Context: an optimization exercise on an open-source flow, tuned for small area. The choices shown serve that exercise and are no tape-out recipe. Where RTL was checked, it was by simulation tests only, not by an equivalence proof against the original. Power is estimated from default activity; no workload was simulated.

// finalproject
module finalproject(clk,rst,keypad_row,keypad_col,dot_row,dot_col,seven_seg);
Size: roughly 42 flip-flops, ~33 I/O pins, roughly 0.0026 sq mm of cells after synthesis.
==> flow/config.mk <==
export PLATFORM = sky130hd
export DESIGN_NAME = finalproject
export DESIGN_NICKNAME = finalproject
export VERILOG_FILES = /design/flow/design.v
export SDC_FILE = /design/flow/constraint.sdc
export NUM_CORES = 4
export LEC_CHECK = 0
export CAP_MARGIN = 20
export CORE_MARGIN = 2
export CORE_UTILIZATION = 40
export PLACE_DENSITY = 0.6
export SLEW_MARGIN = 20
==> flow/constraint.sdc <==
create_clock -name core_clock -period 10.0 [get_ports {clk}]
set_input_delay 2.0000 -clock core_clock [delete_from_list [all_inputs] [get_ports {clk}]]
set_output_delay 2.0000 -clock core_clock [all_outputs]
set_load 0.01 [all_outputs]
standard.sh (not shown) runs the stock make flow with config.mk's settings and CLKGATE_MAP_FILE= SYNTH_SCRIPT=/design/flow/synth_recipe.tcl, a recipe that flattens the netlist after the stock synthesis.
==> flow/flow/run.sh <==
#!/bin/bash
# The standard layout (standard.sh), with these changes:
#  - synthesis maps the logic with an area-oriented ABC script (flow/abc_map.script) in place
#    of ORFS's speed script, and skips ORFS's half/full-adder extraction (extract_fa), so ABC
#    maps those gates too; everything else in synthesis is the standard flow's own script (synth_recipe.tcl),
#    registers included,
#  - port buffers are the smallest buffer cell (sky130_fd_sc_hd__buf_1),
#  - CTS inserts no dummy loads.
# The whole make output goes to standard_flow.log; ORFS keeps each step's log under orfs/logs.
set -euo pipefail
W=$PWD
cat > $W/flow_synth.tcl <<EOT
proc abc {args} {
  set i [lsearch -exact \$args -script]
  if {\$i >= 0} { set args [lreplace \$args [expr {\$i+1}] [expr {\$i+1}] $W/flow/abc_map.script] }
  yosys abc {*}\$args
}
proc extract_fa {args} {}
source $W/synth_recipe.tcl
EOT
bash standard.sh "SYNTH_SCRIPT=$W/flow_synth.tcl" \
  "BUFFER_PORTS_ARGS=-buffer_cell sky130_fd_sc_hd__buf_1" \
  "CTS_ARGS=-sink_clustering_enable -repair_clock_nets -dont_use_dummy_load" \
  finish > standard_flow.log 2>&1
==> flow/flow/abc_map.script <==
strash
dch -f
amap -m -A 10 -F 10
topo
The baseline finished clean.
Next try:
--- a/flow/config.mk
+++ b/flow/config.mk
@@ -9,4 +9,4 @@
 export CORE_MARGIN = 2
-export CORE_UTILIZATION = 40
-export PLACE_DENSITY = 0.6
+export CORE_UTILIZATION = 60
+export PLACE_DENSITY = 0.75
 export SLEW_MARGIN = 20
Outcome:
- cell area decreases by 1.2%
- critical path depth does not change
- global-route usage increases by 8.6 points

* * *

the previous run:
Another version of the RTL of finalproject (not shown whole).
Size in the first run: roughly 380 cells after synthesis, ~42 flip-flops, roughly 33 I/O pins, about 2700 µm² of cells after synthesis.
==> flow/config.mk <==
export PLATFORM = sky130hd
export DESIGN_NAME = finalproject
export DESIGN_NICKNAME = finalproject
export VERILOG_FILES = /design/flow/design.v
export SDC_FILE = /design/flow/constraint.sdc
export NUM_CORES = 4
export LEC_CHECK = 0
export CAP_MARGIN = 20
export CORE_MARGIN = 2
export CORE_UTILIZATION = 40
export PLACE_DENSITY = 0.6
export SLEW_MARGIN = 20
==> flow/constraint.sdc <==
create_clock -name core_clock -period 10.0 [get_ports {clk}]
set_input_delay 2.0000 -clock core_clock [delete_from_list [all_inputs] [get_ports {clk}]]
set_output_delay 2.0000 -clock core_clock [all_outputs]
set_load 0.01 [all_outputs]
==> flow/flow/abc_map.script <==
strash
&get -n
&dch -f
&nf -R 1000
&put
topo
Scripts as last shown in full above: flow/flow/run.sh
Looking at the reports, the previous run completed the entire flow and the layout it produced met the timing, DRC and antenna checks.
Modified inputs, the current run compared to the previous run
Settings: CAP_MARGIN now 0, was 20; SLEW_MARGIN now 0, was 20.
==> comparison <==
From the previous run to the current run the numbers moved as follows: hold slack now sits at about the same level, met1 routing resource usage after global routing now sits at about the same level. The current run reached the end of the flow, and the finished layout is clean on the timing, DRC and antenna checks. For minimum clock period after layout, the previous run and the current run come out practically identical. From the current run to the previous run, total leakage power did not move at all. The current run -> the previous run: synthesized-area fraction occupied by xor and xnor cells delta 0, exact match.

* * *

== oak ==
finalproject, a different RTL version from the one above (not shown whole).
Size in the first run: ~370 cells after synthesis, ~33 I/O pins, roughly 0.0029 mm^2 of cells after synthesis.
## finalproject
module finalproject(clk,rst,keypad_row,keypad_col,dot_row,dot_col,seven_seg);
	input clk,rst;
	output [3:0] keypad_row;
	input [3:0] keypad_col;
	output [7:0] dot_row,dot_col;
	output [6:0] seven_seg;
	assign keypad_row = 4'b0000;
	reg [3:0] c10;		 
	reg [2:0] c5;		 
	reg [6:0] ph;		 
	reg [2:0] q;		 
	reg [7:0] r;		 
	reg [15:0] f;		 
	reg fp;			 
	wire [3:0] n_c10;
	wire [2:0] n_c5;
	wire [6:0] n_ph;
	wire [2:0] n_q;
	wire [7:0] n_r;
	wire [15:0] n_f;
	wire n_fp;
	fp_next nx(.c10(c10), .c5(c5), .ph(ph), .q(q), .r(r), .f(f), .fp(fp),
		.n_c10(n_c10), .n_c5(n_c5), .n_ph(n_ph), .n_q(n_q), .n_r(n_r), .n_f(n_f), .n_fp(n_fp),
		.dot_row(dot_row), .dot_col(dot_col), .seven_seg(seven_seg));
	always @(posedge clk or negedge rst) begin
		if (~rst) begin
			c10 <= 4'd0;
			c5 <= 3'd0;
			ph <= 7'd50;
			q <= 3'd7;
			r <= 8'd1;
			f <= 16'd0;
			fp <= 1'b1;
		end else begin
			c10 <= n_c10;
  ...
export LEC_CHECK = 0
export CAP_MARGIN = 20
export CORE_MARGIN = 2
export CORE_UTILIZATION = 40
export PLACE_DENSITY = 0.6
export SLEW_MARGIN = 20
create_clock -name core_clock -period 10.0 [get_ports {clk}]
==> flow/flow/run.sh <==
#!/bin/bash
# The standard layout (standard.sh), with three changes:
#  - synthesis maps the logic with an area-oriented ABC script (flow/abc_map.script) in place of
#    ORFS's speed script; everything else in synthesis is the standard flow's own script (synth_recipe.tcl),
#  - port buffers are the smallest buffer cell,
#  - CTS inserts no dummy loads.
set -euo pipefail
W=$PWD
cat > $W/flow_synth.tcl <<EOT
proc abc {args} {
  set i [lsearch -exact \$args -script]
  if {\$i >= 0} { set args [lreplace \$args [expr {\$i+1}] [expr {\$i+1}] $W/flow/abc_map.script] }
  yosys abc {*}\$args
}
source $W/synth_recipe.tcl
EOT
bash standard.sh "SYNTH_SCRIPT=$W/flow_synth.tcl" \
  "BUFFER_PORTS_ARGS=-buffer_cell sky130_fd_sc_hd__buf_1" \
  "CTS_ARGS=-sink_clustering_enable -repair_clock_nets -dont_use_dummy_load" \
  finish > standard_flow.log 2>&1
==> flow/flow/abc_map.script <==
strash
dch -f
amap
topo
oak completed every stage of the flow, and the final layout passed the timing, DRC and antenna checks.
Inputs modified between oak and pine:
==> flow/flow/abc_map.script <==
strash
&get -n
&dch -f
&nf -R 1000
&put
topo
Results
- From oak to pine the numbers moved as follows: met1 layer usage reported by global route saw an increase; average footprint of a synthesized cell saw an increase; tap cell instance count saw a decrease; final-layout non-clock buffer area share saw an increase.
- Between oak and pine, cell count after placement is lower for pine, oak comes in above that.
No functional check of the RTL was part of any run of this note.

separate check: timing with driven ports:
The results above use ideal ports. As a check the final layouts listed here were re-extracted and re-timed, cells and wires unchanged.
Step 1, drivers: a clkbuf_16 drives clk and a buf_2 each remaining input, both assumed.
Step 2, shift: input delay + t, output delay - t, t = (earliest + latest rising clock arrival at the registers) / 2. This alone moves slack from input paths to output paths.
Three values: no drivers, after step 1, after step 2; two values: the first two.
run | t, ns | setup slack, ns | pins driven straight from the clock port
the first run of note 1 | 0.311 | 3.701 / 3.674 / 3.985 | 1
the second run of note 1 | 0.310 | 3.935 / 3.906 / 4.216 | 1
the previous run | 0.304 | 4.334 / 4.305 / 4.609 | 1
the current run | 0.304 | 4.334 / 4.305 / 4.609 | 1
oak | 0.319 | 3.295 / 3.265 / 3.584 | 1
pine | 0.321 | 3.807 / 3.779 / 4.100 | 1
After both steps setup and hold are still met in every run listed.
